This is an optimization exercise on Yosys and OpenROAD, whose aim is small area, not a production implementation.
Only simulation tests tie the RTL to the original design; equivalence was not proved.

==> design.v <==
`timescale 1ns / 1ps
module cordic_sin_cos#(
 parameter OUT_WIDTH = 16,
 parameter OUT_REGISTER_EN = 1,
 parameter K = 16'h4DBA
)(
 input                       clk,
 input                       rst_n,
 input  [19:0]               angle,
 output [OUT_WIDTH-1:0]      cos_o,
 output [OUT_WIDTH-1:0]      sin_o
    );
    localparam OUT_WIDTH_EXP = 4;
    localparam K_EXP = {K,{OUT_WIDTH_EXP{1'b0}}};
    localparam ITERATION_NUM = OUT_WIDTH;
    localparam [16*21-1:0] actan_table =  { 21'h20000,21'h12E40,21'h09FB4,21'h05111,
                                            21'h028B1,21'h0145D,21'h00A2F,21'h00518,
                                            21'h0028C,21'h00146,21'h000A3,21'h00051,
                                            21'h00029,21'h00014,21'h0000A,21'h00005};
    reg  signed [OUT_WIDTH+OUT_WIDTH_EXP:0]   real_x[0:ITERATION_NUM];
    reg  signed [OUT_WIDTH+OUT_WIDTH_EXP:0]   imag_y[0:ITERATION_NUM];
    reg  signed [20:0]                        angl_z[0:ITERATION_NUM];
    wire        [1:0]                         quadrant;
    reg  signed [OUT_WIDTH+OUT_WIDTH_EXP:0]   init_x;
    reg  signed [OUT_WIDTH+OUT_WIDTH_EXP:0]   init_y;
    reg  signed [20:0]                        init_z;
    assign quadrant = angle[19:18];
    always @(quadrant,angle) begin
        case (quadrant)
            2'b00:begin
                init_x = K_EXP;
                init_y = 0;
                init_z = {1'b0,angle};
            end
            2'b01:begin
                init_x = -K_EXP;
                init_y = 0;
                init_z = {3'b111,angle[17:0]};
            end
            2'b10: begin
                init_x = -K_EXP;
                init_y = 0;
                init_z = {3'b000,angle[17:0]};
            end
            2'b11:begin
                init_x = K_EXP;
                init_y = 0;
                init_z = {1'b1,angle};
            end
            default:begin
                init_x = 0;
                init_y = 0;
                init_z = 0;
            end
        endcase
    end
    always@(posedge clk or negedge rst_n)  
    begin
        if(rst_n == 1'b0)begin
            real_x[0] <= 'h0;
            imag_y[0] <= 'h0;
            angl_z[0] <= 'h0;
        end else begin
            real_x[0] <= init_x;
            imag_y[0] <= init_y;
            angl_z[0] <= init_z;
        end
    end
    genvar i;
    generate
        for (i = 1 ; i <= ITERATION_NUM; i= i + 1)
        begin: iter
                always@(posedge clk or negedge rst_n)  
                    begin
                        if(rst_n == 1'b0)begin
                            real_x[i] <= 'h0;
                            imag_y[i] <= 'h0;
                            angl_z[i] <= 'h0;
                        end else if(angl_z[i-1][20]==1'b1)begin  
                            real_x[i] <= real_x[i-1] + ( imag_y[i-1]>>>(i-1) );
                            imag_y[i] <= imag_y[i-1] - ( real_x[i-1]>>>(i-1) );
                            angl_z[i] <= angl_z[i-1] + $signed(actan_table[(21*(16-i+1)-1)-:21]);
                        end else begin
                            real_x[i] <= real_x[i-1] - ( imag_y[i-1]>>>(i-1) );
                            imag_y[i] <= imag_y[i-1] + ( real_x[i-1]>>>(i-1) );
                            angl_z[i] <= angl_z[i-1] - $signed(actan_table[(21*(16-i+1)-1)-:21]);
                        end
                    end
        end
    endgenerate
    wire [OUT_WIDTH:0]   real_x_cut;
    wire [OUT_WIDTH:0]   imag_y_cut;
    reg  [OUT_WIDTH-1:0] cos_over_pro;
    reg  [OUT_WIDTH-1:0] sin_over_pro;
    assign real_x_cut = real_x[ITERATION_NUM][OUT_WIDTH+OUT_WIDTH_EXP:OUT_WIDTH_EXP];
    assign imag_y_cut = imag_y[ITERATION_NUM][OUT_WIDTH+OUT_WIDTH_EXP:OUT_WIDTH_EXP];
    always@(*)begin
            case(real_x_cut[OUT_WIDTH:OUT_WIDTH-1])
                2'b00:cos_over_pro = real_x_cut[OUT_WIDTH-1:0];
                2'b01:cos_over_pro = {1'b0,{(OUT_WIDTH-1){1'b1}}};
                2'b10:cos_over_pro = {1'b1,{(OUT_WIDTH-2){1'b0}},1'b1};
                2'b11:cos_over_pro = real_x_cut[OUT_WIDTH-1:0];
                default:cos_over_pro = real_x_cut[OUT_WIDTH-1:0];
            endcase
    end
    always@(*)begin
            case(imag_y_cut[OUT_WIDTH:OUT_WIDTH-1])
                2'b00:sin_over_pro = imag_y_cut[OUT_WIDTH-1:0];
                2'b01:sin_over_pro = {1'b0,{(OUT_WIDTH-1){1'b1}}};
                2'b10:sin_over_pro = {1'b1,{(OUT_WIDTH-2){1'b0}},1'b1};
                2'b11:sin_over_pro = imag_y_cut[OUT_WIDTH-1:0];
                default:sin_over_pro = imag_y_cut[OUT_WIDTH-1:0];
            endcase
    end
    generate if (OUT_REGISTER_EN == 1'b1) begin:reg_out
        reg [OUT_WIDTH-1:0] cos_r;
        reg [OUT_WIDTH-1:0] sin_r;
        always@(posedge clk or negedge rst_n) begin
            if(rst_n == 1'b0)begin
                cos_r <= 'h0;
                sin_r <= 'h0;
            end else begin
                cos_r <= cos_over_pro;
                sin_r <= sin_over_pro;
            end
        end
        assign cos_o = cos_r;
        assign sin_o = sin_r;
    end else begin:no_reg_out
        assign cos_o = cos_over_pro;
        assign sin_o = sin_over_pro;
    end
    endgenerate
endmodule
`timescale 1ns / 1ps
module cordic_dds #(
 parameter OUT_WIDTH = 16,
 parameter OUT_REGISTER_EN = 1,
 parameter FREQ_WORD_INIITIAL = 32'h6D3A06,  
 parameter PHASE_WORD_INIITIAL = 0,
 parameter K = 16'h4DBA
)(
 input                      clk,
 input                      rst_n,
 input                      cfg_vld,
 input      [31:0]          cfg_freq_word,
 input      [31:0]          cfg_phase_word,
 output reg                 sig_vld_o,
 output     [OUT_WIDTH-1:0] sin_o,
 output     [OUT_WIDTH-1:0] cos_o
    );
 localparam PRO_DELAY = OUT_WIDTH + OUT_REGISTER_EN;
 reg [31:0] phase_accum;  
 reg [31:0] add_freq_wd;
 reg [4:0]  pro_cnt;
 always@(posedge clk or negedge rst_n)  
 begin
     if(rst_n == 1'b0)begin
         phase_accum <= PHASE_WORD_INIITIAL;
         add_freq_wd <= FREQ_WORD_INIITIAL;
     end else if(cfg_vld == 1'b1)begin 
         phase_accum <= cfg_phase_word;
         add_freq_wd <= cfg_freq_word;
     end else begin
         phase_accum <=  phase_accum + add_freq_wd;
     end
 end
 always@(posedge clk or negedge rst_n)  
 begin
     if(rst_n == 1'b0)begin
         pro_cnt <= 'h0;
         sig_vld_o <= 1'b0;
     end else if(pro_cnt == PRO_DELAY) begin
         pro_cnt <=  pro_cnt;
         sig_vld_o <= 1'b1;
     end else begin
         pro_cnt <=  pro_cnt + 1'b1;
         sig_vld_o <= 1'b0;
     end
 end
 cordic_sin_cos #(
 .OUT_WIDTH (OUT_WIDTH),
 .OUT_REGISTER_EN(OUT_REGISTER_EN),
 .K(K)
 )cordic_sin_cos_inst(
 .clk    (clk),
 .rst_n  (rst_n),
 .angle  (phase_accum[31:12]),
 .cos_o  (cos_o),
 .sin_o  (sin_o)
  );
endmodule
==> run.sh <==
#!/bin/bash
# synth_recipe.tcl (not shown) runs the flow's synth.tcl, then flattens the netlist and writes it again
# the make line also repeats each setting of config.mk as NAME=value (left out here)
make -C /OpenROAD-flow-scripts/flow DESIGN_CONFIG=/design/flow/config.mk WORK_HOME=/design/flow/orfs CLKGATE_MAP_FILE= SYNTH_SCRIPT=/design/flow/synth_recipe.tcl finish
==> config.mk <==
export PLATFORM = sky130hd
export DESIGN_NAME = cordic_dds
export DESIGN_NICKNAME = cordic_dds
export VERILOG_FILES = /design/flow/design.v
export SDC_FILE = /design/flow/constraint.sdc
export NUM_CORES = 4
export LEC_CHECK = 0
export CAP_MARGIN = 20
export CORE_MARGIN = 2
export CORE_UTILIZATION = 40
export SLEW_MARGIN = 20
==> constraint.sdc <==
create_clock -name core_clock -period 5.0 [get_ports {clk}]
set_input_delay 1.0000 -clock core_clock [delete_from_list [all_inputs] [get_ports {clk}]]
set_output_delay 1.0000 -clock core_clock [all_outputs]
set_load 0.01 [all_outputs]
==> summary.txt <==
Detailed routing
  – DRT Wirelength: 185.8 mm
  – # DRC: 0
  – Drt wl/cell: around 17 um
  – Via count: 58000
  – Remaining antenna violation count: 0
  – Initial DRC Count: about 3500
  – Routed vias/inst: 5.366
  – TritonRoute pass-1 iters: 5

Layout
  – Share of layout cells above drive strength 1: 0.05281
  – Commonest non-fill, non-tap cell in the layout: dfrtp_1
  – Fin util: 0.4477
  – Fin nets: roughly 9300
  – Most frequent cells in the layout: dfrtp_1, ha_1, a21oi_1
  – P&R area growth vs syn: 11.45%

Synth
  – Yosys warns: 5
  – Synth async-reset ratio: 1.000
  – Share of the yosys chip area belonging to registers: 0.3466
  – Cell variety after synth: 89
  – Post-Syn Area: 75210 um2
  – Cells after Synth: 8052
  – Most used DFF post-synth: dfrtp_1
  – Syn_nets: 9134
  – Yosys reg bits: between 1000 and 1500
  – EDFF count, synth: 0
  – Syn Area/Cell: around 9.3 um2

Setup path
  – Worst reg2reg setup slack: 0.76 ns
  – Critical path type: flip-flop to flip-flop
  – CP arrival: 4.96 ns
  – Startpoint Class: flip-flop
  – Req. time, crit path: 5.72 ns
  – Crit Path Max Fanout: 5
  – R2r worst-path depth: 16
  – Crit end category: flip-flop

GRT
  – Grt met2 use: 0.3531
  – Vias in the first global route: slightly below 60000
  – GRT Util Overall: 0.1919
  – Initial antenna violation count: 0
  – First-pass GRT wire length: 302.3 mm
  – GRT met1 Usage: 0.2306
  – GR Overflow Total: 0
  – Global Route met3 Usage: 0.02231
  – Grt peak-use layer: met2
  – Pin count of the biggest net entering global routing: 138

Floorplan
  – Total Die Area: 191500 um2
  – Die W: 437.6 um
  – Core ar.: 187200 um2
  – Number of I/O pins: 100
  – Initial Utilization: 0.4017
  – Std cell rows: ~160
  – Chip height: 437.6 um

Place
  – Post-DP HPWL: 148.0 mm
  – IO buf count: 99
  – Routability cong.: 0.8862
  – Setup WS pre-CTS: 0.8079 ns

Timing
  – Pins over their slew limit: 0
  – Layout Skew: around 0.1 ns
  – Period utilization: 0.8481
  – Tmin final: around 4.2 ns
  – Final setup violation count: 0
  – Final hold violation count: 0
  – RSZ-0062 raised after global routing: no
  – Max Clk Rate: 0.2358 GHz
  – Setup_tns: 0 ns
  – Setup slack after layout: 0.7596 ns
  – Worst slew margin: 0.3147
  – Worst Tran Pin Value: 1.027 ns

Status
  – Status: finished clean

Clock network
  – Post-CTS setup buffers: 0
  – Max Root-Sink Buffers: 3
  – CTS root buffer: clkbuf_16
  – Clk sinks: between 1000 and 1500
  – H-tree depth: 3
  – Cts repair resizes: 0
  – Clock Pin Slew Worst Setup and Hold Paths: 0.07 ns
  – Post-CTS Hold Buffers: 0
  – CTS tree: built
  – Num CTS Buffers: 119
  – Clock latency on the worst-skew pair: 0.79 ns

Run
  – Max-Cap Viols: 0

Hold path
  – Hold Path Class: primary input to async pin
[sequential cells by signal, indices dropped and copies added, names as in the netlist]
signal and flops:
cordic_sin_cos_inst.imag_y 316, cordic_sin_cos_inst.angl_z 314, cordic_sin_cos_inst.real_x 309, add_freq_wd 32, phase_accum 32, cordic_sin_cos_inst.reg_out.cos_r 16
cordic_sin_cos_inst.reg_out.sin_r 16, pro_cnt 5, sig_vld_o 1
[critical path: stages (launching register included)]
cell and delay (ns):
dfrtp_1 0.43, inv_1 0.08, ha_1 0.15, nor3b_1 0.55
nand2_1 0.13, ha_1 0.30, o21ai_0 0.46, ha_1 0.40
a21o_1 0.18, a21o_1 0.17, a21o_1 0.18, a21oi_1 0.20
a21oi_1 0.12, o311ai_0 0.40, nand2b_1 0.09, a21oi_1 0.18
xnor2_1 0.13
[cells in the mapped netlist (all sizes together) (33+ instances only)]
cell type  count  area, um2
nor2b         81      506.7
nand4         43      269.0
nand3        147      735.7
ha           975      12200
o21a          81      608.1
xor2         326       2855
a31oi         78      488.0
a21oi        801       4031
nor3         258       1296
o21ai        416       2082
xnor2        691       6052
and2          38      237.7
nand2b        84      525.5
or3           60      375.4
dfrtp       1030      25770
a211oi        69      518.0
a21o         302       2267
mux2          79      889.6
o211ai        40      305.3
mux2i         60      600.6
clkbuf        94      354.1
or2           33      206.5
o31ai         34      255.2
nor2         669       2511
nand2        443       1663
a21boi        43      322.8
o21bai        96      720.7
nor4          58      362.9
and3          65      411.6
inv          458       1719
fa            40      800.8
[metal layers]
layer	routed length (um)	share of wire
met1	79780	0.43
met2	94270	0.51
met3	5522	0.030
met4	6209	0.033
met5	0	0
[final cells by class]
| type | instances | area [um2] |
|---|---|---|
| inverter | 462 | 1734 |
| clock buffer | 148 | 3247 |
| tap | 2495 | 3122 |
| fill | 17760 | 103400 |
| multi-input combinational | 6430 | 46950 |
| antenna | 1 | 2.502 |
| sequential | 1041 | 26060 |
| timing repair buffer | 156 | 1531 |
| clock inverter | 76 | 1166 |
[cell families after synthesis]
logic type | share of synthesized area
buffers and inverters | 0.02913
muxes | 0.01981
adders and majority gates | 0.1729
xor gates and xnor gates | 0.1184
other | 0.00004986
and+or+nand+nor | 0.1302
AOI/OAI and AO/OA | 0.1830
DFF | 0.3466
[path summary, 6_finish.rpt]
kind | start | to
hold reg to reg | cordic_sin_cos_inst.angl_z[0][8]$_DFF_PN0_ | cordic_sin_cos_inst.angl_z[1][8]$_DFF_PN0_
min in group core_clock | cordic_sin_cos_inst.angl_z[0][8]$_DFF_PN0_ | cordic_sin_cos_inst.angl_z[1][8]$_DFF_PN0_
max in group asynchronous | rst_n | cordic_sin_cos_inst.real_x[6][3]$_DFF_PN0_
hold / removal | rst_n | cordic_sin_cos_inst.imag_y[16][19]$_DFF_PN0_
setup reg to reg | cordic_sin_cos_inst.imag_y[14][15]$_DFF_PN0_ | cordic_sin_cos_inst.real_x[15][19]$_DFF_PN0_
setup / recovery | cordic_sin_cos_inst.imag_y[14][15]$_DFF_PN0_ | cordic_sin_cos_inst.real_x[15][19]$_DFF_PN0_
[stage by stage]
step                      area (um2)  hold WS, ns  cells
after detailed placement       79400       0.3347  10580
after floorplan                75210       0.3312   8052
after CTS                      83820       0.1350  10810
after global placement         79400       0.3329  10580
after global routing           83820       0.1795  10810
final                          83820       0.1629  10810

-- re-timing with driven ports --
Ports are ideal in the flow. The routed layout listed here was re-timed in OpenROAD. Step 1 assumes that a clkbuf_16 drives the clock port and a buf_2 every other input. Step 2 moves the port delays by t, midway between the first and last clock arrival at a register: inputs arrive t later, outputs are due t later. That takes back most of the time a late clock gives input paths. a / b / c = ideal ports / drivers / drivers and shift; a / b = the first two.
t (ns): 0.829
setup WS [ns]: 0.760 / 0.760 / 0.760
latest minus earliest clock arrival (ns): 0.109 / 0.109
slew at the worst register clock pin (ns): 0.07 / 0.07
worst data-port slew with drivers (ns): 0.05
After both steps this run still meets setup and hold. For this run, drivers alone change the setup slack by 0.000 ns; drivers and shift together by 0.000 ns.
